Source: an optimization exercise on an open RTL-to-GDS flow (aim: small area, a short achievable clock period and few clock cycles). Production flows keep margins and buffers that such runs may drop. Function was checked by simulation only, so behaviour that the tests miss may differ from the original.

==> flow/design.v, too long to show whole: its modules and the start of the top module <==
// module fundamental_milestone: 1526 lines
// module m1_fa: 4 lines
// module m1_ha: 4 lines
module fundamental_milestone (
		input logic Clock_50,
		input logic Resetn,
		input logic m1_enable,
		input logic [15:0] SRAM_read_data,
		output logic [15:0] SRAM_write_data,
		output logic SRAM_we_n,
		output logic [17:0] SRAM_address,
		output logic m1_disable
		);
  // ...
==> flow/flow/run.sh <==
#!/bin/bash
set -euo pipefail
cat >> config.mk <<'EOC'
export SETUP_SLACK_MARGIN = 12.2
EOC
bash standard.sh > standard.log 2>&1
==> flow/standard.sh <==
#!/bin/bash
# synth_recipe.tcl (not shown) runs the flow's synth.tcl, then flattens the netlist and writes it again
# the make line also repeats each setting of config.mk as NAME=value (left out here)
make -C /OpenROAD-flow-scripts/flow DESIGN_CONFIG=/design/flow/config.mk WORK_HOME=/design/flow/orfs CLKGATE_MAP_FILE= SYNTH_SCRIPT=/design/flow/synth_recipe.tcl "${@:-finish}"
==> flow/config.mk <==
export PLATFORM = sky130hd
export DESIGN_NAME = fundamental_milestone
export DESIGN_NICKNAME = fundamental_milestone
export VERILOG_FILES = /design/flow/design.v
export SDC_FILE = /design/flow/constraint.sdc
export NUM_CORES = 4
export LEC_CHECK = 0
export CAP_MARGIN = 20
export CORE_MARGIN = 2
export CORE_UTILIZATION = 40
export PLACE_DENSITY = 0.6
export SLEW_MARGIN = 20
export SYNTH_HIERARCHICAL = 1
export SYNTH_MINIMUM_KEEP_SIZE = 0
export SETUP_SLACK_MARGIN = 12.2
==> flow/constraint.sdc <==
create_clock -name core_clock -period 16.0 [get_ports {Clock_50}]
set_input_delay 3.2000 -clock core_clock [delete_from_list [all_inputs] [get_ports {Clock_50}]]
set_output_delay 3.2000 -clock core_clock [all_outputs]
set_load 0.01 [all_outputs]
==> out/results.ini, run 1 <==
[final_layout]
areaGrowthSynthToFinish_pct=16.5
final_cell_mix=inv_1 (343), fa_1 (271), ha_1 (195), nand2_1 (185), dfxtp_1 (161)
largestClassByArea=multi-input gates
multi_input_area_share_pct=49.7

[setup_path]
crit_arrival_ns=1.27
slowest_stage=dfstp_2
timing.rr.end=fv[7]$_DFFE_PP_
cp_num_buf_inv=1
startpoint=SRAM_we_n$_DFF_PN1_
worstRegToRegCells=14
required_ns=12.80

[drt]
wirelength_met1_mm=25.0
wl_per_cell_um=18.5

[place]
post-dp-hpwl_mm=41.3
dp_slack_ns=11.43
dpl-instance-area_um2=26500

[timing]
holdWs_ns=0.436
finalSetupViolations=0
max_freq_mhz=224

[yosys]
yosysMostFrequentCell=inv_1
synth_xor_xnor_area_share_pct=1.73
yosysSeqAreaShare_pct=37.7
synth_enable_flop_cells=156

[global_routing]
use_met3_pct=2.66
grt_pass1_vias=17156

[worst_hold_path]
hold_class=flop to flop

[cts]
cts_setup_buffers=56

[outcome]
status=timing/DRC/antenna clean

Testbench counts, summed over its fixed seeds: cycles 1,536,200.
==> inputs of run 2 (changes only) <==
--- a/flow/design.v
+++ b/flow/design.v
@@ -149,164 +149,140 @@
 	c54 <= ~n_pre & n_78;
 	c32 <= ~n_pre & n_last;
 	c42 <= ~n_pre & n_last;
 	c52 <= ~n_pre & n_last;
 end
 logic [8:0] p1_d, p2_d, p3_d;
 wire fp_0 = t0[0] ^ t5[0];
 wire fp_1 = t0[0] & t5[0];
-wire fp_2 = t0[0] | t5[0];
-wire fp_3 = t0[1] ^ t5[1];
-wire fp_4 = t0[1] & t5[1];
-wire fp_5 = t0[1] | t5[1];
-wire fp_6 = t0[2] ^ t5[2];
-wire fp_7 = t0[2] & t5[2];
-wire fp_8 = t0[2] | t5[2];
-wire fp_9 = t0[3] ^ t5[3];
-wire fp_10 = t0[3] & t5[3];
-wire fp_11 = t0[3] | t5[3];
-wire fp_12 = t0[4] ^ t5[4];
-wire fp_13 = t0[4] & t5[4];
-wire fp_14 = t0[4] | t5[4];
-wire fp_15 = t0[5] ^ t5[5];
-wire fp_16 = t0[5] & t5[5];
-wire fp_17 = t0[5] | t5[5];
-wire fp_18 = t0[6] ^ t5[6];
-wire fp_19 = t0[6] & t5[6];
-wire fp_20 = t0[6] | t5[6];
-wire fp_21 = t0[7] ^ t5[7];
-wire fp_22 = t0[7] & t5[7];
-wire fp_23 = t0[7] | t5[7];
-wire fp_24 = fp_7 | (fp_8 & fp_4);
-wire fp_25 = fp_8 & fp_5;
-wire fp_26 = fp_13 | (fp_14 & fp_10);
-wire fp_27 = fp_14 & fp_11;
-wire fp_28 = fp_19 | (fp_20 & fp_16);
-wire fp_29 = fp_20 & fp_17;
-wire fp_30 = fp_4 | (fp_5 & fp_1);
-wire fp_31 = fp_24 | (fp_25 & fp_1);
-wire fp_32 = fp_16 | (fp_17 & fp_26);
-wire fp_33 = fp_17 & fp_27;
-wire fp_34 = fp_28 | (fp_29 & fp_26);
-wire fp_35 = fp_29 & fp_27;
-wire fp_36 = fp_10 | (fp_11 & fp_31);
-wire fp_37 = fp_26 | (fp_27 & fp_31);
-wire fp_38 = fp_32 | (fp_33 & fp_31);
-wire fp_39 = fp_34 | (fp_35 & fp_31);
-wire fp_40 = fp_22 | (fp_23 & fp_39);
-wire fp_41 = fp_3 ^ fp_1;
-wire fp_42 = fp_6 ^ fp_30;
-wire fp_43 = fp_9 ^ fp_31;
-wire fp_44 = fp_12 ^ fp_36;
-wire fp_45 = fp_15 ^ fp_37;
-wire fp_46 = fp_18 ^ fp_38;
-wire fp_47 = fp_21 ^ fp_39;
-wire fp_48 = 1'b0 ^ fp_40;
-assign p1_d = {fp_48, fp_47, fp_46, fp_45, fp_44, fp_43, fp_42, fp_41, fp_0};
-wire fp_49 = t1[0] ^ t4[0];
-wire fp_50 = t1[0] & t4[0];
-wire fp_51 = t1[0] | t4[0];
-wire fp_52 = t1[1] ^ t4[1];
-wire fp_53 = t1[1] & t4[1];
-wire fp_54 = t1[1] | t4[1];
-wire fp_55 = t1[2] ^ t4[2];
-wire fp_56 = t1[2] & t4[2];
-wire fp_57 = t1[2] | t4[2];
-wire fp_58 = t1[3] ^ t4[3];
-wire fp_59 = t1[3] & t4[3];
-wire fp_60 = t1[3] | t4[3];
-wire fp_61 = t1[4] ^ t4[4];
-wire fp_62 = t1[4] & t4[4];
-wire fp_63 = t1[4] | t4[4];
-wire fp_64 = t1[5] ^ t4[5];
-wire fp_65 = t1[5] & t4[5];
-wire fp_66 = t1[5] | t4[5];
-wire fp_67 = t1[6] ^ t4[6];
-wire fp_68 = t1[6] & t4[6];
-wire fp_69 = t1[6] | t4[6];
-wire fp_70 = t1[7] ^ t4[7];
-wire fp_71 = t1[7] & t4[7];
-wire fp_72 = t1[7] | t4[7];
-wire fp_73 = fp_56 | (fp_57 & fp_53);
-wire fp_74 = fp_57 & fp_54;
-wire fp_75 = fp_62 | (fp_63 & fp_59);
-wire fp_76 = fp_63 & fp_60;
-wire fp_77 = fp_68 | (fp_69 & fp_65);
-wire fp_78 = fp_69 & fp_66;
-wire fp_79 = fp_53 | (fp_54 & fp_50);
-wire fp_80 = fp_73 | (fp_74 & fp_50);
-wire fp_81 = fp_65 | (fp_66 & fp_75);
-wire fp_82 = fp_66 & fp_76;
-wire fp_83 = fp_77 | (fp_78 & fp_75);
-wire fp_84 = fp_78 & fp_76;
-wire fp_85 = fp_59 | (fp_60 & fp_80);
-wire fp_86 = fp_75 | (fp_76 & fp_80);
-wire fp_87 = fp_81 | (fp_82 & fp_80);
-wire fp_88 = fp_83 | (fp_84 & fp_80);
-wire fp_89 = fp_71 | (fp_72 & fp_88);
-wire fp_90 = fp_52 ^ fp_50;
-wire fp_91 = fp_55 ^ fp_79;
-wire fp_92 = fp_58 ^ fp_80;
-wire fp_93 = fp_61 ^ fp_85;
-wire fp_94 = fp_64 ^ fp_86;
-wire fp_95 = fp_67 ^ fp_87;
-wire fp_96 = fp_70 ^ fp_88;
-wire fp_97 = 1'b0 ^ fp_89;
-assign p2_d = {fp_97, fp_96, fp_95, fp_94, fp_93, fp_92, fp_91, fp_90, fp_49};
-wire fp_98 = t2[0] ^ t3[0];
-wire fp_99 = t2[0] & t3[0];
-wire fp_100 = t2[0] | t3[0];
-wire fp_101 = t2[1] ^ t3[1];
-wire fp_102 = t2[1] & t3[1];
-wire fp_103 = t2[1] | t3[1];
-wire fp_104 = t2[2] ^ t3[2];
-wire fp_105 = t2[2] & t3[2];
-wire fp_106 = t2[2] | t3[2];
-wire fp_107 = t2[3] ^ t3[3];
-wire fp_108 = t2[3] & t3[3];
-wire fp_109 = t2[3] | t3[3];
-wire fp_110 = t2[4] ^ t3[4];
-wire fp_111 = t2[4] & t3[4];
-wire fp_112 = t2[4] | t3[4];
-wire fp_113 = t2[5] ^ t3[5];
-wire fp_114 = t2[5] & t3[5];
-wire fp_115 = t2[5] | t3[5];
-wire fp_116 = t2[6] ^ t3[6];
-wire fp_117 = t2[6] & t3[6];
-wire fp_118 = t2[6] | t3[6];
-wire fp_119 = t2[7] ^ t3[7];
-wire fp_120 = t2[7] & t3[7];
-wire fp_121 = t2[7] | t3[7];
-wire fp_122 = fp_105 | (fp_106 & fp_102);
-wire fp_123 = fp_106 & fp_103;
-wire fp_124 = fp_111 | (fp_112 & fp_108);
-wire fp_125 = fp_112 & fp_109;
-wire fp_126 = fp_117 | (fp_118 & fp_114);
-wire fp_127 = fp_118 & fp_115;
-wire fp_128 = fp_102 | (fp_103 & fp_99);
-wire fp_129 = fp_122 | (fp_123 & fp_99);
-wire fp_130 = fp_114 | (fp_115 & fp_124);
-wire fp_131 = fp_115 & fp_125;
-wire fp_132 = fp_126 | (fp_127 & fp_124);
-wire fp_133 = fp_127 & fp_125;
-wire fp_134 = fp_108 | (fp_109 & fp_129);
-wire fp_135 = fp_124 | (fp_125 & fp_129);
-wire fp_136 = fp_130 | (fp_131 & fp_129);
-wire fp_137 = fp_132 | (fp_133 & fp_129);
-wire fp_138 = fp_120 | (fp_121 & fp_137);
-wire fp_139 = fp_101 ^ fp_99;
-wire fp_140 = fp_104 ^ fp_128;
-wire fp_141 = fp_107 ^ fp_129;
-wire fp_142 = fp_110 ^ fp_134;
-wire fp_143 = fp_113 ^ fp_135;
-wire fp_144 = fp_116 ^ fp_136;
-wire fp_145 = fp_119 ^ fp_137;
-wire fp_146 = 1'b0 ^ fp_138;
-assign p3_d = {fp_146, fp_145, fp_144, fp_143, fp_142, fp_141, fp_140, fp_139, fp_98};
+wire fp_2 = t0[1] ^ t5[1];
+wire fp_3 = t0[1] & t5[1];
+wire fp_4 = t0[2] ^ t5[2];
+wire fp_5 = t0[2] & t5[2];
+wire fp_6 = t0[3] ^ t5[3];
+wire fp_7 = t0[3] & t5[3];
+wire fp_8 = t0[4] ^ t5[4];
+wire fp_9 = t0[4] & t5[4];
+wire fp_10 = t0[5] ^ t5[5];
+wire fp_11 = t0[5] & t5[5];
+wire fp_12 = t0[6] ^ t5[6];
+wire fp_13 = t0[6] & t5[6];
+wire fp_14 = t0[7] ^ t5[7];
+wire fp_15 = t0[7] & t5[7];
+wire fp_16 = fp_5 | (fp_4 & fp_3);
+wire fp_17 = fp_4 & fp_2;
+wire fp_18 = fp_9 | (fp_8 & fp_7);
+wire fp_19 = fp_8 & fp_6;
+wire fp_20 = fp_13 | (fp_12 & fp_11);
+wire fp_21 = fp_12 & fp_10;
+wire fp_22 = fp_3 | (fp_2 & fp_1);
+wire fp_23 = fp_16 | (fp_17 & fp_1);
+wire fp_24 = fp_11 | (fp_10 & fp_18);
+wire fp_25 = fp_10 & fp_19;
+wire fp_26 = fp_20 | (fp_21 & fp_18);
+wire fp_27 = fp_21 & fp_19;
+wire fp_28 = fp_7 | (fp_6 & fp_23);
+wire fp_29 = fp_18 | (fp_19 & fp_23);
+wire fp_30 = fp_24 | (fp_25 & fp_23);
+wire fp_31 = fp_26 | (fp_27 & fp_23);
+wire fp_32 = fp_15 | (fp_14 & fp_31);
+wire fp_33 = fp_2 ^ fp_1;
+wire fp_34 = fp_4 ^ fp_22;
+wire fp_35 = fp_6 ^ fp_23;
+wire fp_36 = fp_8 ^ fp_28;
+wire fp_37 = fp_10 ^ fp_29;
+wire fp_38 = fp_12 ^ fp_30;
+wire fp_39 = fp_14 ^ fp_31;
+wire fp_40 = 1'b0 ^ fp_32;
+assign p1_d = {fp_40, fp_39, fp_38, fp_37, fp_36, fp_35, fp_34, fp_33, fp_0};
+wire fp_41 = t1[0] ^ t4[0];
+wire fp_42 = t1[0] & t4[0];
+wire fp_43 = t1[1] ^ t4[1];
+wire fp_44 = t1[1] & t4[1];
+wire fp_45 = t1[2] ^ t4[2];
+wire fp_46 = t1[2] & t4[2];
+wire fp_47 = t1[3] ^ t4[3];
+wire fp_48 = t1[3] & t4[3];
+wire fp_49 = t1[4] ^ t4[4];
+wire fp_50 = t1[4] & t4[4];
+wire fp_51 = t1[5] ^ t4[5];
+wire fp_52 = t1[5] & t4[5];
+wire fp_53 = t1[6] ^ t4[6];
+wire fp_54 = t1[6] & t4[6];
+wire fp_55 = t1[7] ^ t4[7];
+wire fp_56 = t1[7] & t4[7];
+wire fp_57 = fp_46 | (fp_45 & fp_44);
+wire fp_58 = fp_45 & fp_43;
+wire fp_59 = fp_50 | (fp_49 & fp_48);
+wire fp_60 = fp_49 & fp_47;
+wire fp_61 = fp_54 | (fp_53 & fp_52);
+wire fp_62 = fp_53 & fp_51;
+wire fp_63 = fp_44 | (fp_43 & fp_42);
+wire fp_64 = fp_57 | (fp_58 & fp_42);
+wire fp_65 = fp_52 | (fp_51 & fp_59);
+wire fp_66 = fp_51 & fp_60;
+wire fp_67 = fp_61 | (fp_62 & fp_59);
+wire fp_68 = fp_62 & fp_60;
+wire fp_69 = fp_48 | (fp_47 & fp_64);
+wire fp_70 = fp_59 | (fp_60 & fp_64);
+wire fp_71 = fp_65 | (fp_66 & fp_64);
+wire fp_72 = fp_67 | (fp_68 & fp_64);
+wire fp_73 = fp_56 | (fp_55 & fp_72);
+wire fp_74 = fp_43 ^ fp_42;
+wire fp_75 = fp_45 ^ fp_63;
+wire fp_76 = fp_47 ^ fp_64;
+wire fp_77 = fp_49 ^ fp_69;
+wire fp_78 = fp_51 ^ fp_70;
+wire fp_79 = fp_53 ^ fp_71;
+wire fp_80 = fp_55 ^ fp_72;
+wire fp_81 = 1'b0 ^ fp_73;
+assign p2_d = {fp_81, fp_80, fp_79, fp_78, fp_77, fp_76, fp_75, fp_74, fp_41};
+wire fp_82 = t2[0] ^ t3[0];
+wire fp_83 = t2[0] & t3[0];
+wire fp_84 = t2[1] ^ t3[1];
+wire fp_85 = t2[1] & t3[1];
+wire fp_86 = t2[2] ^ t3[2];
+wire fp_87 = t2[2] & t3[2];
+wire fp_88 = t2[3] ^ t3[3];
+wire fp_89 = t2[3] & t3[3];
+wire fp_90 = t2[4] ^ t3[4];
+wire fp_91 = t2[4] & t3[4];
+wire fp_92 = t2[5] ^ t3[5];
+wire fp_93 = t2[5] & t3[5];
+wire fp_94 = t2[6] ^ t3[6];
+wire fp_95 = t2[6] & t3[6];
+wire fp_96 = t2[7] ^ t3[7];
+wire fp_97 = t2[7] & t3[7];
+wire fp_98 = fp_87 | (fp_86 & fp_85);
+wire fp_99 = fp_86 & fp_84;
+wire fp_100 = fp_91 | (fp_90 & fp_89);
+wire fp_101 = fp_90 & fp_88;
+wire fp_102 = fp_95 | (fp_94 & fp_93);
+wire fp_103 = fp_94 & fp_92;
+wire fp_104 = fp_85 | (fp_84 & fp_83);
+wire fp_105 = fp_98 | (fp_99 & fp_83);
+wire fp_106 = fp_93 | (fp_92 & fp_100);
+wire fp_107 = fp_92 & fp_101;
+wire fp_108 = fp_102 | (fp_103 & fp_100);
+wire fp_109 = fp_103 & fp_101;
+wire fp_110 = fp_89 | (fp_88 & fp_105);
+wire fp_111 = fp_100 | (fp_101 & fp_105);
+wire fp_112 = fp_106 | (fp_107 & fp_105);
+wire fp_113 = fp_108 | (fp_109 & fp_105);
+wire fp_114 = fp_97 | (fp_96 & fp_113);
+wire fp_115 = fp_84 ^ fp_83;
+wire fp_116 = fp_86 ^ fp_104;
+wire fp_117 = fp_88 ^ fp_105;
+wire fp_118 = fp_90 ^ fp_110;
+wire fp_119 = fp_92 ^ fp_111;
+wire fp_120 = fp_94 ^ fp_112;
+wire fp_121 = fp_96 ^ fp_113;
+wire fp_122 = 1'b0 ^ fp_114;
+assign p3_d = {fp_122, fp_121, fp_120, fp_119, fp_118, fp_117, fp_116, fp_115, fp_82};
 logic [9:0] fout;
 wire fi_0, fi_1;
 m1_ha u_fi_0 (.a(p1[7]), .b(p1[5]), .s(fi_0), .co(fi_1));
 wire fi_2, fi_3;
 m1_ha u_fi_2 (.a(p1[8]), .b(p1[6]), .s(fi_2), .co(fi_3));
 wire fi_4, fi_5;
 m1_ha u_fi_4 (.a(p1[5]), .b(p1[3]), .s(fi_4), .co(fi_5));
 wire fi_6, fi_7;
@@ -1289,236 +1265,203 @@
 wire cb_204 = cb_202 | (cb_203 & cb_188);
 wire cb_205 = cb_203 & cb_189;
 assign b_a_d = {px_u[8], cb_145, cb_143, cb_141, cb_139, cb_137, cb_135, cb_133, cb_131, cb_129, cb_127};
 assign b_b_d = {px_u[9], px_u[8], cb_144, cb_142, cb_140, cb_138, cb_136, cb_134, cb_132, cb_130, cb_128};
 assign b_c_d = cb_204;
 logic [10:0] r_s, g_s, b_s;
 wire dr_0 = r_a[0] ^ r_b[0];
 wire dr_1 = r_a[0] & r_b[0];
-wire dr_2 = r_a[0] | r_b[0];
-wire dr_3 = r_a[1] ^ r_b[1];
-wire dr_4 = r_a[1] & r_b[1];
-wire dr_5 = r_a[1] | r_b[1];
-wire dr_6 = r_a[2] ^ r_b[2];
-wire dr_7 = r_a[2] & r_b[2];
-wire dr_8 = r_a[2] | r_b[2];
-wire dr_9 = r_a[3] ^ r_b[3];
-wire dr_10 = r_a[3] & r_b[3];
-wire dr_11 = r_a[3] | r_b[3];
-wire dr_12 = r_a[4] ^ r_b[4];
-wire dr_13 = r_a[4] & r_b[4];
-wire dr_14 = r_a[4] | r_b[4];
-wire dr_15 = r_a[5] ^ r_b[5];
-wire dr_16 = r_a[5] & r_b[5];
-wire dr_17 = r_a[5] | r_b[5];
-wire dr_18 = r_a[6] ^ r_b[6];
-wire dr_19 = r_a[6] & r_b[6];
-wire dr_20 = r_a[6] | r_b[6];
-wire dr_21 = r_a[7] ^ ~r_b[7];
-wire dr_22 = r_a[7] & ~r_b[7];
-wire dr_23 = r_a[7] | ~r_b[7];
-wire dr_24 = r_a[8] ^ ~r_b[8];
-wire dr_25 = r_a[8] & ~r_b[8];
-wire dr_26 = r_a[8] | ~r_b[8];
-wire dr_27 = r_a[9] ^ r_b[9];
-wire dr_28 = r_a[9] & r_b[9];
-wire dr_29 = r_a[9] | r_b[9];
-wire dr_30 = r_a[10] ^ ~r_b[10];
-wire dr_31 = r_a[10] & ~r_b[10];
-wire dr_32 = r_a[10] | ~r_b[10];
-wire dr_33 = dr_1 | (dr_2 & r_c);
-wire dr_34 = dr_7 | (dr_8 & dr_4);
-wire dr_35 = dr_8 & dr_5;
-wire dr_36 = dr_13 | (dr_14 & dr_10);
-wire dr_37 = dr_14 & dr_11;
-wire dr_38 = dr_19 | (dr_20 & dr_16);
-wire dr_39 = dr_20 & dr_17;
-wire dr_40 = dr_25 | (dr_26 & dr_22);
-wire dr_41 = dr_26 & dr_23;
-wire dr_42 = dr_31 | (dr_32 & dr_28);
-wire dr_43 = dr_32 & dr_29;
-wire dr_44 = dr_4 | (dr_5 & dr_33);
-wire dr_45 = dr_34 | (dr_35 & dr_33);
-wire dr_46 = dr_16 | (dr_17 & dr_36);
-wire dr_47 = dr_17 & dr_37;
-wire dr_48 = dr_38 | (dr_39 & dr_36);
-wire dr_49 = dr_39 & dr_37;
-wire dr_50 = dr_28 | (dr_29 & dr_40);
-wire dr_51 = dr_29 & dr_41;
-wire dr_52 = dr_42 | (dr_43 & dr_40);
-wire dr_53 = dr_43 & dr_41;
-wire dr_54 = dr_10 | (dr_11 & dr_45);
-wire dr_55 = dr_36 | (dr_37 & dr_45);
-wire dr_56 = dr_46 | (dr_47 & dr_45);
-wire dr_57 = dr_48 | (dr_49 & dr_45);
-wire dr_58 = dr_22 | (dr_23 & dr_57);
-wire dr_59 = dr_40 | (dr_41 & dr_57);
-wire dr_60 = dr_50 | (dr_51 & dr_57);
-wire dr_61 = dr_52 | (dr_53 & dr_57);
-wire dr_62 = dr_0 ^ r_c;
-wire dr_63 = dr_3 ^ dr_33;
-wire dr_64 = dr_6 ^ dr_44;
-wire dr_65 = dr_9 ^ dr_45;
-wire dr_66 = dr_12 ^ dr_54;
-wire dr_67 = dr_15 ^ dr_55;
-wire dr_68 = dr_18 ^ dr_56;
-wire dr_69 = dr_21 ^ dr_57;
-wire dr_70 = dr_24 ^ dr_58;
-wire dr_71 = dr_27 ^ dr_59;
-wire dr_72 = dr_30 ^ dr_60;
-assign r_s = {dr_72, dr_71, dr_70, dr_69, dr_68, dr_67, dr_66, dr_65, dr_64, dr_63, dr_62};
+wire dr_2 = r_a[1] ^ r_b[1];
+wire dr_3 = r_a[1] & r_b[1];
+wire dr_4 = r_a[2] ^ r_b[2];
+wire dr_5 = r_a[2] & r_b[2];
+wire dr_6 = r_a[3] ^ r_b[3];
+wire dr_7 = r_a[3] & r_b[3];
+wire dr_8 = r_a[4] ^ r_b[4];
+wire dr_9 = r_a[4] & r_b[4];
+wire dr_10 = r_a[5] ^ r_b[5];
+wire dr_11 = r_a[5] & r_b[5];
+wire dr_12 = r_a[6] ^ r_b[6];
+wire dr_13 = r_a[6] & r_b[6];
+wire dr_14 = r_a[7] ^ ~r_b[7];
+wire dr_15 = r_a[7] & ~r_b[7];
+wire dr_16 = r_a[8] ^ ~r_b[8];
+wire dr_17 = r_a[8] & ~r_b[8];
+wire dr_18 = r_a[9] ^ r_b[9];
+wire dr_19 = r_a[9] & r_b[9];
+wire dr_20 = r_a[10] ^ ~r_b[10];
+wire dr_21 = r_a[10] & ~r_b[10];
+wire dr_22 = dr_1 | (dr_0 & r_c);
+wire dr_23 = dr_5 | (dr_4 & dr_3);
+wire dr_24 = dr_4 & dr_2;
+wire dr_25 = dr_9 | (dr_8 & dr_7);
+wire dr_26 = dr_8 & dr_6;
+wire dr_27 = dr_13 | (dr_12 & dr_11);
+wire dr_28 = dr_12 & dr_10;
+wire dr_29 = dr_17 | (dr_16 & dr_15);
+wire dr_30 = dr_16 & dr_14;
+wire dr_31 = dr_21 | (dr_20 & dr_19);
+wire dr_32 = dr_20 & dr_18;
+wire dr_33 = dr_3 | (dr_2 & dr_22);
+wire dr_34 = dr_23 | (dr_24 & dr_22);
+wire dr_35 = dr_11 | (dr_10 & dr_25);
+wire dr_36 = dr_10 & dr_26;
+wire dr_37 = dr_27 | (dr_28 & dr_25);
+wire dr_38 = dr_28 & dr_26;
+wire dr_39 = dr_19 | (dr_18 & dr_29);
+wire dr_40 = dr_18 & dr_30;
+wire dr_41 = dr_31 | (dr_32 & dr_29);
+wire dr_42 = dr_32 & dr_30;
+wire dr_43 = dr_7 | (dr_6 & dr_34);
+wire dr_44 = dr_25 | (dr_26 & dr_34);
+wire dr_45 = dr_35 | (dr_36 & dr_34);
+wire dr_46 = dr_37 | (dr_38 & dr_34);
+wire dr_47 = dr_15 | (dr_14 & dr_46);
+wire dr_48 = dr_29 | (dr_30 & dr_46);
+wire dr_49 = dr_39 | (dr_40 & dr_46);
+wire dr_50 = dr_41 | (dr_42 & dr_46);
+wire dr_51 = dr_0 ^ r_c;
+wire dr_52 = dr_2 ^ dr_22;
+wire dr_53 = dr_4 ^ dr_33;
+wire dr_54 = dr_6 ^ dr_34;
+wire dr_55 = dr_8 ^ dr_43;
+wire dr_56 = dr_10 ^ dr_44;
+wire dr_57 = dr_12 ^ dr_45;
+wire dr_58 = dr_14 ^ dr_46;
+wire dr_59 = dr_16 ^ dr_47;
+wire dr_60 = dr_18 ^ dr_48;
+wire dr_61 = dr_20 ^ dr_49;
+assign r_s = {dr_61, dr_60, dr_59, dr_58, dr_57, dr_56, dr_55, dr_54, dr_53, dr_52, dr_51};
 wire dg_0 = g_a[0] ^ g_b[0];
 wire dg_1 = g_a[0] & g_b[0];
-wire dg_2 = g_a[0] | g_b[0];
-wire dg_3 = g_a[1] ^ g_b[1];
-wire dg_4 = g_a[1] & g_b[1];
-wire dg_5 = g_a[1] | g_b[1];
-wire dg_6 = g_a[2] ^ g_b[2];
-wire dg_7 = g_a[2] & g_b[2];
-wire dg_8 = g_a[2] | g_b[2];
-wire dg_9 = g_a[3] ^ g_b[3];
-wire dg_10 = g_a[3] & g_b[3];
-wire dg_11 = g_a[3] | g_b[3];
-wire dg_12 = g_a[4] ^ g_b[4];
-wire dg_13 = g_a[4] & g_b[4];
-wire dg_14 = g_a[4] | g_b[4];
-wire dg_15 = g_a[5] ^ g_b[5];
-wire dg_16 = g_a[5] & g_b[5];
-wire dg_17 = g_a[5] | g_b[5];
-wire dg_18 = g_a[6] ^ g_b[6];
-wire dg_19 = g_a[6] & g_b[6];
-wire dg_20 = g_a[6] | g_b[6];
-wire dg_21 = g_a[7] ^ g_b[7];
-wire dg_22 = g_a[7] & g_b[7];
-wire dg_23 = g_a[7] | g_b[7];
-wire dg_24 = g_a[8] ^ g_b[8];
-wire dg_25 = g_a[8] & g_b[8];
-wire dg_26 = g_a[8] | g_b[8];
-wire dg_27 = g_a[9] ^ g_b[9];
-wire dg_28 = g_a[9] & g_b[9];
-wire dg_29 = g_a[9] | g_b[9];
-wire dg_30 = g_a[10] ^ 1'b1;
-wire dg_31 = g_a[10] & 1'b1;
-wire dg_32 = g_a[10] | 1'b1;
-wire dg_33 = dg_1 | (dg_2 & g_c);
-wire dg_34 = dg_7 | (dg_8 & dg_4);
-wire dg_35 = dg_8 & dg_5;
-wire dg_36 = dg_13 | (dg_14 & dg_10);
-wire dg_37 = dg_14 & dg_11;
-wire dg_38 = dg_19 | (dg_20 & dg_16);
-wire dg_39 = dg_20 & dg_17;
-wire dg_40 = dg_25 | (dg_26 & dg_22);
-wire dg_41 = dg_26 & dg_23;
-wire dg_42 = dg_31 | (dg_32 & dg_28);
-wire dg_43 = dg_32 & dg_29;
-wire dg_44 = dg_4 | (dg_5 & dg_33);
-wire dg_45 = dg_34 | (dg_35 & dg_33);
-wire dg_46 = dg_16 | (dg_17 & dg_36);
-wire dg_47 = dg_17 & dg_37;
-wire dg_48 = dg_38 | (dg_39 & dg_36);
-wire dg_49 = dg_39 & dg_37;
-wire dg_50 = dg_28 | (dg_29 & dg_40);
-wire dg_51 = dg_29 & dg_41;
-wire dg_52 = dg_42 | (dg_43 & dg_40);
-wire dg_53 = dg_43 & dg_41;
-wire dg_54 = dg_10 | (dg_11 & dg_45);
-wire dg_55 = dg_36 | (dg_37 & dg_45);
-wire dg_56 = dg_46 | (dg_47 & dg_45);
-wire dg_57 = dg_48 | (dg_49 & dg_45);
-wire dg_58 = dg_22 | (dg_23 & dg_57);
-wire dg_59 = dg_40 | (dg_41 & dg_57);
-wire dg_60 = dg_50 | (dg_51 & dg_57);
-wire dg_61 = dg_52 | (dg_53 & dg_57);
-wire dg_62 = dg_0 ^ g_c;
-wire dg_63 = dg_3 ^ dg_33;
-wire dg_64 = dg_6 ^ dg_44;
-wire dg_65 = dg_9 ^ dg_45;
-wire dg_66 = dg_12 ^ dg_54;
-wire dg_67 = dg_15 ^ dg_55;
-wire dg_68 = dg_18 ^ dg_56;
-wire dg_69 = dg_21 ^ dg_57;
-wire dg_70 = dg_24 ^ dg_58;
-wire dg_71 = dg_27 ^ dg_59;
-wire dg_72 = dg_30 ^ dg_60;
-assign g_s = {dg_72, dg_71, dg_70, dg_69, dg_68, dg_67, dg_66, dg_65, dg_64, dg_63, dg_62};
+wire dg_2 = g_a[1] ^ g_b[1];
+wire dg_3 = g_a[1] & g_b[1];
+wire dg_4 = g_a[2] ^ g_b[2];
+wire dg_5 = g_a[2] & g_b[2];
+wire dg_6 = g_a[3] ^ g_b[3];
+wire dg_7 = g_a[3] & g_b[3];
+wire dg_8 = g_a[4] ^ g_b[4];
+wire dg_9 = g_a[4] & g_b[4];
+wire dg_10 = g_a[5] ^ g_b[5];
+wire dg_11 = g_a[5] & g_b[5];
+wire dg_12 = g_a[6] ^ g_b[6];
+wire dg_13 = g_a[6] & g_b[6];
+wire dg_14 = g_a[7] ^ g_b[7];
+wire dg_15 = g_a[7] & g_b[7];
+wire dg_16 = g_a[8] ^ g_b[8];
+wire dg_17 = g_a[8] & g_b[8];
+wire dg_18 = g_a[9] ^ g_b[9];
+wire dg_19 = g_a[9] & g_b[9];
+wire dg_20 = g_a[10] ^ 1'b1;
+wire dg_21 = g_a[10] & 1'b1;
+wire dg_22 = dg_1 | (dg_0 & g_c);
+wire dg_23 = dg_5 | (dg_4 & dg_3);
+wire dg_24 = dg_4 & dg_2;
+wire dg_25 = dg_9 | (dg_8 & dg_7);
+wire dg_26 = dg_8 & dg_6;
+wire dg_27 = dg_13 | (dg_12 & dg_11);
+wire dg_28 = dg_12 & dg_10;
+wire dg_29 = dg_17 | (dg_16 & dg_15);
+wire dg_30 = dg_16 & dg_14;
+wire dg_31 = dg_21 | (dg_20 & dg_19);
+wire dg_32 = dg_20 & dg_18;
+wire dg_33 = dg_3 | (dg_2 & dg_22);
+wire dg_34 = dg_23 | (dg_24 & dg_22);
+wire dg_35 = dg_11 | (dg_10 & dg_25);
+wire dg_36 = dg_10 & dg_26;
+wire dg_37 = dg_27 | (dg_28 & dg_25);
+wire dg_38 = dg_28 & dg_26;
+wire dg_39 = dg_19 | (dg_18 & dg_29);
+wire dg_40 = dg_18 & dg_30;
+wire dg_41 = dg_31 | (dg_32 & dg_29);
+wire dg_42 = dg_32 & dg_30;
+wire dg_43 = dg_7 | (dg_6 & dg_34);
+wire dg_44 = dg_25 | (dg_26 & dg_34);
+wire dg_45 = dg_35 | (dg_36 & dg_34);
+wire dg_46 = dg_37 | (dg_38 & dg_34);
+wire dg_47 = dg_15 | (dg_14 & dg_46);
+wire dg_48 = dg_29 | (dg_30 & dg_46);
+wire dg_49 = dg_39 | (dg_40 & dg_46);
+wire dg_50 = dg_41 | (dg_42 & dg_46);
+wire dg_51 = dg_0 ^ g_c;
+wire dg_52 = dg_2 ^ dg_22;
+wire dg_53 = dg_4 ^ dg_33;
+wire dg_54 = dg_6 ^ dg_34;
+wire dg_55 = dg_8 ^ dg_43;
+wire dg_56 = dg_10 ^ dg_44;
+wire dg_57 = dg_12 ^ dg_45;
+wire dg_58 = dg_14 ^ dg_46;
+wire dg_59 = dg_16 ^ dg_47;
+wire dg_60 = dg_18 ^ dg_48;
+wire dg_61 = dg_20 ^ dg_49;
+assign g_s = {dg_61, dg_60, dg_59, dg_58, dg_57, dg_56, dg_55, dg_54, dg_53, dg_52, dg_51};
 wire db_0 = b_a[0] ^ b_b[0];
 wire db_1 = b_a[0] & b_b[0];
-wire db_2 = b_a[0] | b_b[0];
-wire db_3 = b_a[1] ^ b_b[1];
-wire db_4 = b_a[1] & b_b[1];
-wire db_5 = b_a[1] | b_b[1];
-wire db_6 = b_a[2] ^ b_b[2];
-wire db_7 = b_a[2] & b_b[2];
-wire db_8 = b_a[2] | b_b[2];
-wire db_9 = b_a[3] ^ b_b[3];
-wire db_10 = b_a[3] & b_b[3];
-wire db_11 = b_a[3] | b_b[3];
-wire db_12 = b_a[4] ^ b_b[4];
-wire db_13 = b_a[4] & b_b[4];
-wire db_14 = b_a[4] | b_b[4];
-wire db_15 = b_a[5] ^ ~b_b[5];
-wire db_16 = b_a[5] & ~b_b[5];
-wire db_17 = b_a[5] | ~b_b[5];
-wire db_18 = b_a[6] ^ ~b_b[6];
-wire db_19 = b_a[6] & ~b_b[6];
-wire db_20 = b_a[6] | ~b_b[6];
-wire db_21 = b_a[7] ^ ~b_b[7];
-wire db_22 = b_a[7] & ~b_b[7];
-wire db_23 = b_a[7] | ~b_b[7];
-wire db_24 = b_a[8] ^ b_b[8];
-wire db_25 = b_a[8] & b_b[8];
-wire db_26 = b_a[8] | b_b[8];
-wire db_27 = b_a[9] ^ ~b_b[9];
-wire db_28 = b_a[9] & ~b_b[9];
-wire db_29 = b_a[9] | ~b_b[9];
-wire db_30 = b_a[10] ^ ~b_b[10];
-wire db_31 = b_a[10] & ~b_b[10];
-wire db_32 = b_a[10] | ~b_b[10];
-wire db_33 = db_1 | (db_2 & b_c);
-wire db_34 = db_7 | (db_8 & db_4);
-wire db_35 = db_8 & db_5;
-wire db_36 = db_13 | (db_14 & db_10);
-wire db_37 = db_14 & db_11;
-wire db_38 = db_19 | (db_20 & db_16);
-wire db_39 = db_20 & db_17;
-wire db_40 = db_25 | (db_26 & db_22);
-wire db_41 = db_26 & db_23;
-wire db_42 = db_31 | (db_32 & db_28);
-wire db_43 = db_32 & db_29;
-wire db_44 = db_4 | (db_5 & db_33);
-wire db_45 = db_34 | (db_35 & db_33);
-wire db_46 = db_16 | (db_17 & db_36);
-wire db_47 = db_17 & db_37;
-wire db_48 = db_38 | (db_39 & db_36);
-wire db_49 = db_39 & db_37;
-wire db_50 = db_28 | (db_29 & db_40);
-wire db_51 = db_29 & db_41;
-wire db_52 = db_42 | (db_43 & db_40);
-wire db_53 = db_43 & db_41;
-wire db_54 = db_10 | (db_11 & db_45);
-wire db_55 = db_36 | (db_37 & db_45);
-wire db_56 = db_46 | (db_47 & db_45);
-wire db_57 = db_48 | (db_49 & db_45);
-wire db_58 = db_22 | (db_23 & db_57);
-wire db_59 = db_40 | (db_41 & db_57);
-wire db_60 = db_50 | (db_51 & db_57);
-wire db_61 = db_52 | (db_53 & db_57);
-wire db_62 = db_0 ^ b_c;
-wire db_63 = db_3 ^ db_33;
-wire db_64 = db_6 ^ db_44;
-wire db_65 = db_9 ^ db_45;
-wire db_66 = db_12 ^ db_54;
-wire db_67 = db_15 ^ db_55;
-wire db_68 = db_18 ^ db_56;
-wire db_69 = db_21 ^ db_57;
-wire db_70 = db_24 ^ db_58;
-wire db_71 = db_27 ^ db_59;
-wire db_72 = db_30 ^ db_60;
-assign b_s = {db_72, db_71, db_70, db_69, db_68, db_67, db_66, db_65, db_64, db_63, db_62};
+wire db_2 = b_a[1] ^ b_b[1];
+wire db_3 = b_a[1] & b_b[1];
+wire db_4 = b_a[2] ^ b_b[2];
+wire db_5 = b_a[2] & b_b[2];
+wire db_6 = b_a[3] ^ b_b[3];
+wire db_7 = b_a[3] & b_b[3];
+wire db_8 = b_a[4] ^ b_b[4];
+wire db_9 = b_a[4] & b_b[4];
+wire db_10 = b_a[5] ^ ~b_b[5];
+wire db_11 = b_a[5] & ~b_b[5];
+wire db_12 = b_a[6] ^ ~b_b[6];
+wire db_13 = b_a[6] & ~b_b[6];
+wire db_14 = b_a[7] ^ ~b_b[7];
+wire db_15 = b_a[7] & ~b_b[7];
+wire db_16 = b_a[8] ^ b_b[8];
+wire db_17 = b_a[8] & b_b[8];
+wire db_18 = b_a[9] ^ ~b_b[9];
+wire db_19 = b_a[9] & ~b_b[9];
+wire db_20 = b_a[10] ^ ~b_b[10];
+wire db_21 = b_a[10] & ~b_b[10];
+wire db_22 = db_1 | (db_0 & b_c);
+wire db_23 = db_5 | (db_4 & db_3);
+wire db_24 = db_4 & db_2;
+wire db_25 = db_9 | (db_8 & db_7);
+wire db_26 = db_8 & db_6;
+wire db_27 = db_13 | (db_12 & db_11);
+wire db_28 = db_12 & db_10;
+wire db_29 = db_17 | (db_16 & db_15);
+wire db_30 = db_16 & db_14;
+wire db_31 = db_21 | (db_20 & db_19);
+wire db_32 = db_20 & db_18;
+wire db_33 = db_3 | (db_2 & db_22);
+wire db_34 = db_23 | (db_24 & db_22);
+wire db_35 = db_11 | (db_10 & db_25);
+wire db_36 = db_10 & db_26;
+wire db_37 = db_27 | (db_28 & db_25);
+wire db_38 = db_28 & db_26;
+wire db_39 = db_19 | (db_18 & db_29);
+wire db_40 = db_18 & db_30;
+wire db_41 = db_31 | (db_32 & db_29);
+wire db_42 = db_32 & db_30;
+wire db_43 = db_7 | (db_6 & db_34);
+wire db_44 = db_25 | (db_26 & db_34);
+wire db_45 = db_35 | (db_36 & db_34);
+wire db_46 = db_37 | (db_38 & db_34);
+wire db_47 = db_15 | (db_14 & db_46);
+wire db_48 = db_29 | (db_30 & db_46);
+wire db_49 = db_39 | (db_40 & db_46);
+wire db_50 = db_41 | (db_42 & db_46);
+wire db_51 = db_0 ^ b_c;
+wire db_52 = db_2 ^ db_22;
+wire db_53 = db_4 ^ db_33;
+wire db_54 = db_6 ^ db_34;
+wire db_55 = db_8 ^ db_43;
+wire db_56 = db_10 ^ db_44;
+wire db_57 = db_12 ^ db_45;
+wire db_58 = db_14 ^ db_46;
+wire db_59 = db_16 ^ db_47;
+wire db_60 = db_18 ^ db_48;
+wire db_61 = db_20 ^ db_49;
+assign b_s = {db_61, db_60, db_59, db_58, db_57, db_56, db_55, db_54, db_53, db_52, db_51};
 logic [7:0] q_r, q_g, q_b;
 assign q_r = r_s[10] ? 8'd0 : (r_s[9] | r_s[8]) ? 8'd255 : r_s[7:0];
 assign q_g = g_s[10] ? 8'd0 : (g_s[9] | g_s[8]) ? 8'd255 : g_s[7:0];
 assign q_b = b_s[10] ? 8'd0 : (b_s[9] | b_s[8]) ? 8'd255 : b_s[7:0];
 always_ff @(posedge Clock_50 or negedge Resetn) begin
 	if (!Resetn) begin
 		running <= 1'b0;
 		SRAM_we_n <= 1'b1;
==> flow/flow/run.sh (replaced) <==
#!/bin/bash
set -euo pipefail
cat >> config.mk <<'EOC'
export SETUP_SLACK_MARGIN = 11.8
EOC
bash standard.sh > standard.log 2>&1
==> flow/config.mk (replaced) <==
export PLATFORM = sky130hd
export DESIGN_NAME = fundamental_milestone
export DESIGN_NICKNAME = fundamental_milestone
export VERILOG_FILES = /design/flow/design.v
export SDC_FILE = /design/flow/constraint.sdc
export NUM_CORES = 4
export LEC_CHECK = 0
export CAP_MARGIN = 20
export CORE_MARGIN = 2
export CORE_UTILIZATION = 55
export PLACE_DENSITY = 0.75
export SLEW_MARGIN = 20
export SYNTH_HIERARCHICAL = 1
export SYNTH_MINIMUM_KEEP_SIZE = 0
export SETUP_SLACK_MARGIN = 11.8
==> out/results.ini, run 2 <==
[yosys]
synth_top_family_by_area=adder cells
synthAdderAreaFrac_pct=32.3
synth_ff_type=dfxtp_1
synth_enable_flop_cells=156  ; unchanged
ys_types=70
yosys_warnings=7
yosys.area.top_type=fa_1
synth.net_count=2564
syn_inst=2092
yosysSeqAreaShare_pct=38.4  ; +0.70 points
synth_common_cells=fa_1 (282), inv_1 (272), dfxtp_1 (213)
avgSynthCellArea_um2=11.7
yosysMostFrequentCell=fa_1
synth_seq_cells=385
synth_area_um2=24400
synth_area_leaders=fa_1 (23%), edfxtp_1 (19%), dfxtp_1 (17%)
synth-simple-area-share_pct=7.76
synthMuxAreaShare_pct=4.92
synth_compound_area_share_pct=9.95
synth_xor_xnor_area_share_pct=1.54  ; -0.18 points
ys_async_sr_fraction_pct=4.16
yosysTopAreaCellShare_pct=23.2

[worst_hold_path]
holdPathStages=1
hold_class=flop to flop
hold_end=px_u[9]$_DFF_P_
min_from=fu[9]$_DFFE_PP_

[timing]
layout_min_cycle_time_ns=4.44
slew_headroom_pct=31.9
finalMaxSlewViolations=0
hold_viol_final=0
fin_crit_sh_pct=27.8
tns_ns=0
rsz0062_at_grt=yes
max_freq_mhz=225  ; +0.55%
skew_ns=0.0182
tightest_slew_ns=1.02
finalSetupViolations=0  ; unchanged

[place]
gp_congestion=0.889
dpl-instance-area_um2=25700  ; -3.0%
portBuffers=54
post-dp-hpwl_mm=40.2  ; -2.7%

[final_layout]
design_area_um2=27600
n_antenna_cell=0
areaGrowthSynthToFinish_pct=13.4
final_cell_mix=fa_1 (275), inv_1 (271), nand2_1 (187), dfxtp_1 (164), ha_1 (160)
layout-drive-gt1-share_pct=14.7
layout_commonest_cell=fa_1
num-fill-cells=3305
layout.nets=2653
top_regs=SRAM_address (18), wp (18), up (17)

[setup_path]
critPathMaxFanout=1
cp_num_buf_inv=1  ; unchanged
timing.rr.end=fu[8]$_DFFE_PP_
worstSetupPathType=flop to output pin
r2r_start=p1[6]$_DFF_P_
regToRegSetupSlack_ns=11.76
slowest_stage=dfstp_2
required_ns=12.80  ; about the same
cpPeakStageDelay_ns=0.56
cp-start-kind=flop
critPathCaptureType=output pin
crit_arrival_ns=1.24  ; -0.03 ns
worst-path-stages=1
worstRegToRegCells=14  ; unchanged
cp_top_family=flip-flops
worstPathCellList=buf_6

[drt]
ant_nets=0
drt_pass1_iterations=5
wl_mm=56.1
via_count=16109
drc=0
drt-vias-per-instance=5.74
drtIter0Drc=1129
wl_per_cell_um=20.0  ; +7.9%

[floorplan]
die_area_um2=46000
rows=77
die_x_um=215
die_y_um=215
start_util_pct=55.4
pin_count=55
core_area_um2=44000

[global_routing]
grt-ovfl-total=0
grt_usage_pct=24.9
grt_pass1_vias=16880  ; -1.6%
grt_max_degree=57
antenna_found_initial=0
grt_pass1_wl_mm=90.2

[cts]
path_clk_slew_ns=0.07
root_buffer=clkbuf_16
clk_path_buf_depth=3
clock_latency_ns=0.58
htreeDepth=2
cts.sinks=385
cts_hold_repair.buffers=0
cts_buffers=43
cts_tree=yes

[outcome]
status=timing/DRC/antenna clean

[job]
cap_violations=0

## run 2: cell types whose count changed in the layout (fill, tap and decap cells not counted), moves of 14 or more
cell      before  now
o21ai_0       51   78
dfxtp_4       27    6
ha_1         195  160
inv_1        343  271
dfxtp_2       25   43
a21o_1         5   19
buf_4         84   46
o311ai_0      18    0
## run 2: worst register-to-register path, cell delays in order, from the launching register on
cell      delay, ns
dfxtp_4        0.37
ha_4           0.27
fa_2           0.44
fa_2           0.55
fa_2           0.45
fa_2           0.58
ha_4           0.13
nor2b_4        0.13
o21bai_1       0.09
a21oi_2        0.23
o32ai_2        0.12
a31oi_2        0.17
buf_6          0.15
mux2i_1        0.17
nand3_1        0.09
## run 2: area by class of cell
class                      instances  area [µm²]  area share (%)
inverter                         272        1020            3.69
multi-input combinational       1376       14000            50.8
clock buffer                      60        1220            4.42
timing repair buffer             103         923            3.34
clock inverter                    20         269           0.974
sequential                       385        9430            34.1
tap                              592         741            2.68
## run 2: layer usage
metal  wire length [µm]  part of all wire [%]  up-vias  global-route usage [%]
met1              23800                    42     8158                    34.1
li1                   -                     -     7366                       -
met3               3190                   5.7       85                    2.94
met2              27800                    49      500                    41.7
met5                  0                     0        -                       0
met4               1380                   2.5        0                    7.94
## run 2: worst max-delay path by stage
stage	slack (ns)	to	from
6_report	11.56	SRAM_we_n	SRAM_we_n$_DFF_PN1_
5_1_grt	11.55	SRAM_we_n	SRAM_we_n$_DFF_PN1_
4_1_cts	11.54	SRAM_we_n	SRAM_we_n$_DFF_PN1_
3_5_place_dp	11.44	fu[8]$_DFFE_PP_	p1[6]$_DFF_P_
3_3_place_gp	11.51	ph[2]$_DFFE_PN0P_	m1_enable
2_1_floorplan	11.81	b_c$_DFF_P_	px_y[6]$_DFF_P_
## run 2: metrics by stage
| stage | worst slack, ns | hold slack [ns] | instances | utilization, % |
|---|---|---|---|---|
| after global routing | 11.55 | 0.452 | 2808 | 62.8 |
| after CTS | 11.54 | 0.444 | 2805 | 62.3 |
| final | 11.56 | 0.441 | 2808 | 62.8 |
| after detailed placement | 11.44 | 0.431 | 2705 | 58.3 |
| after global placement | 11.51 | 0.422 | 2705 | 58.3 |
| after floorplan | 11.81 | 0.416 | 2092 | - |
## run 2: kinds of logic after synthesis
kind of cell / count (synthesis)
fa+ha+maj: 462
simple gates: 419
flops: 385
compound gates: 355
buf+inv: 331
mux: 97
xor+xnor: 43
## run 2: timing repair
action	4_1_cts	5_1_grt
buffers inserted	20	3
pin swaps	5	11
setup endpoints to repair	54	60
gates resized for setup	226	50
## run 2: modules after synthesis, one instance, submodules excluded
| module | flops+latches | cell area [µm²] |
|---|---|---|
| fundamental_milestone | 385 | 18800 |
| m1_fa | 0 | 20.0 |
| m1_ha | 0 | 12.5 |
Testbench counts of run 2, summed over its fixed seeds: cycles 1,536,200.
==> inputs of run 3 (changes only) <==
--- a/flow/config.mk
+++ b/flow/config.mk
@@ -7,8 +7,8 @@
 export LEC_CHECK = 0
 export CAP_MARGIN = 20
 export CORE_MARGIN = 2
-export CORE_UTILIZATION = 55
-export PLACE_DENSITY = 0.75
+export CORE_UTILIZATION = 40
+export PLACE_DENSITY = 0.6
 export SLEW_MARGIN = 20
 export SYNTH_HIERARCHICAL = 1
 export SYNTH_MINIMUM_KEEP_SIZE = 0
==> out/results.ini, run 3 <==
[outcome]
status=timing/DRC/antenna clean

[yosys]
avgSynthCellArea_um2=11.7  ; unchanged
yosysSeqAreaShare_pct=38.4  ; unchanged
synth_enable_flop_cells=156  ; unchanged
synth_area_leaders=fa_1 (23%), edfxtp_1 (19%), dfxtp_1 (17%)
ys_async_sr_fraction_pct=4.16  ; unchanged
synth_common_cells=fa_1 (282), inv_1 (272), dfxtp_1 (213)
synth.net_count=2564  ; unchanged
ys_types=70  ; unchanged
yosys_warnings=7  ; unchanged
yosysTopAreaCellShare_pct=23.2  ; unchanged
yosys.area.top_type=fa_1
synth_seq_cells=385  ; unchanged
yosysMostFrequentCell=fa_1
synth_ff_type=dfxtp_1
synth_area_um2=24400  ; unchanged
syn_inst=2092  ; unchanged

[cts]
cts_hold_repair.buffers=0  ; unchanged
cts_buffers=43  ; unchanged
cts_tree=yes
root_buffer=clkbuf_16
cts.sinks=385  ; unchanged
clock_latency_ns=0.58  ; about the same
path_clk_slew_ns=0.06  ; about the same
htreeDepth=2  ; unchanged
clk_path_buf_depth=3  ; unchanged

[drt]
drt-vias-per-instance=5.26  ; -8.3%
drc=0  ; unchanged
ant_nets=0  ; unchanged
drt_pass1_iterations=5  ; unchanged
via_count=15790  ; -2.0%
drtIter0Drc=915  ; -19%
wl_mm=56.9  ; +1.4%
wl_per_cell_um=19.0  ; -5.2%

[floorplan]
die_x_um=251  ; +17%
pin_count=55  ; unchanged
start_util_pct=40.4  ; -15 points
core_area_um2=60400  ; +37%
rows=90  ; +17%
die_y_um=251  ; +17%
die_area_um2=62900  ; +37%

[job]
cap_violations=0  ; unchanged

[global_routing]
grt_usage_pct=18.4  ; -6.5 points
antenna_found_initial=0  ; unchanged
grt_max_degree=57  ; unchanged
grt_pass1_wl_mm=91.2  ; +1.1%
grt-ovfl-total=0  ; unchanged
grt_pass1_vias=16651  ; -1.4%

[timing]
max_freq_mhz=226  ; +0.53%
tightest_slew_ns=1.04  ; +0.0215 ns
setup_ws_ns=11.58  ; +0.0234 ns
finalSetupViolations=0  ; unchanged
hold_viol_final=0  ; unchanged
skew_ns=0.0358  ; +0.0176 ns
rsz0062_at_grt=yes
slew_headroom_pct=30.5  ; -1.4 points
holdWs_ns=0.441  ; +0.000335 ns
finalMaxSlewViolations=0  ; unchanged
fin_crit_sh_pct=27.6  ; -0.15 points
layout_min_cycle_time_ns=4.42  ; -0.0234 ns
tns_ns=0  ; unchanged

[place]
post-dp-hpwl_mm=42.0  ; +4.3%
gp_congestion=0.867  ; -2.4%
dpl-instance-area_um2=25900  ; +1.0%
portBuffers=54  ; unchanged
dp.cells=2897  ; +7.1%
dp_slack_ns=11.41  ; -0.0268 ns

[final_layout]
areaGrowthSynthToFinish_pct=14.2
layout.nets=2657  ; +0.15%
design_area_um2=27800  ; +0.72%
final_cell_mix=fa_1 (275), inv_1 (272), nand2_1 (187), dfxtp_1 (169), ha_1 (165)
top_regs=SRAM_address (18), wp (18), up (17)
final_cell_count_no_fill=3002  ; +6.9%
layout_commonest_cell=fa_1
layout-drive-gt1-share_pct=14.5  ; -0.25 points
n_antenna_cell=0  ; unchanged

[setup_path]
cp_top_family=flip-flops
cp-start-kind=flop
required_ns=12.80  ; about the same
crit_arrival_ns=1.22  ; -0.02 ns
worstPathCellList=buf_6
cpPeakStageDelay_ns=0.54  ; -0.02 ns
critPathCaptureType=output pin
slowest_stage=dfstp_2
critPathMaxFanout=1  ; unchanged
worstSetupPathType=flop to output pin
cp_num_buf_inv=1  ; unchanged

[worst_hold_path]
hold_class=flop to flop

## run 3: changes by cell type in the layout (fill, tap and decap cells not counted), sizes merged
| cell | change |
|---|---|
| buf | +5 |
| inv | +1 |
| bufinv | -4 |
| clkinv | +2 |
| clkbuf | -4 |
| clkinvlp | +4 |
## run 3: layout make-up
class	count	area [µm²]
tap	782	978
clock inverter	23	205
multi-input combinational	1376	14000
clock buffer	57	1200
sequential	385	9420
fill	5476	32500
inverter	272	1020
timing repair buffer	107	972
## run 3: Yosys stat by module, one instance, submodules excluded
module / area [µm²] / flip-flops and latches / cells / times used
m1_ha: 12.5 / 0 / 1 / 27
fundamental_milestone: 18800 / 385 / 1805 / 1
m1_fa: 20.0 / 0 / 1 / 260
## run 3: cell families after synthesis
group	synth area share, %
adder cells (fa/ha/maj)	32.3
AND/OR/NAND/NOR	7.76
flip-flops	38.4
AO/OA/AOI/OAI	9.95
buffers and inverters	5.14
multiplexers	4.92
XOR/XNOR	1.54
## run 3: worst paths after layout
kind	startpoint	to	slack [ns]	cells after the start
worst max-delay path	SRAM_we_n$_DFF_PN1_	SRAM_we_n	11.58	1
worst min-delay path	fu[4]$_DFFE_PP_	px_u[4]$_DFF_P_	0.44	2
worst max register to register	p1[6]$_DFF_P_	fv[8]$_DFFE_PP_	11.78	14
worst min register to register	fu[4]$_DFFE_PP_	px_u[4]$_DFF_P_	0.44	2
max in group asynchronous	Resetn	running$_DFF_PN0_	12.30	1
min in group asynchronous	Resetn	col[0]$_DFFE_PN0P_	3.11	1
## run 3: metal layers
layer	GRT usage, %	share of wire [%]	vias up
met5	0	0	-
met4	5.07	2.1	0
met3	2.23	3.9	84
met2	31.5	50	321
met1	24.7	44	8031
li1	-	-	7354
## run 3: timing repair
action                     4_1_cts  5_1_grt
pin swaps                        5        8
buffers inserted                21        4
gates cloned                     0        0
setup endpoints to repair       56       56
resized for setup              227       46
## run 3: per-stage QoR
step | utilization [%]
floorplan | -
global placement | 43.0
detailed placement | 43.0
CTS | 45.8
global route | 46.1
finish | 46.1

[separate check: timing with driven ports]
The results above use ideal ports. As a check the final layouts listed here were re-extracted and re-timed, cells and wires unchanged. Step 1: set_driving_cell puts a clkbuf_16 on Clock_50 and a buf_2 on each other input, an assumption about the parent block. Step 2 times the ports against the registers' clock, not the clock port: input delays grow and output delays shrink by t, the midpoint of the rising clock arrivals with the driver on. Slacks: ideal ports / drivers / drivers and shift; pairs: ideal ports / drivers.
run | t (ns) | setup slack, ns | latest minus earliest clock arrival (ns)
run 1 | 0.626 | 11.535 / 11.475 / 11.560 | 0.044 / 0.044
run 2 | 0.633 | 11.559 / 11.503 / 11.420 | 0.022 / 0.022
run 3 | 0.619 | 11.582 / 11.528 / 11.446 | 0.036 / 0.036
After both steps setup and hold are still met in every run listed. The setup slack of run 2, which loses most, moves by -0.056 ns with the drivers and by -0.139 ns with both steps.
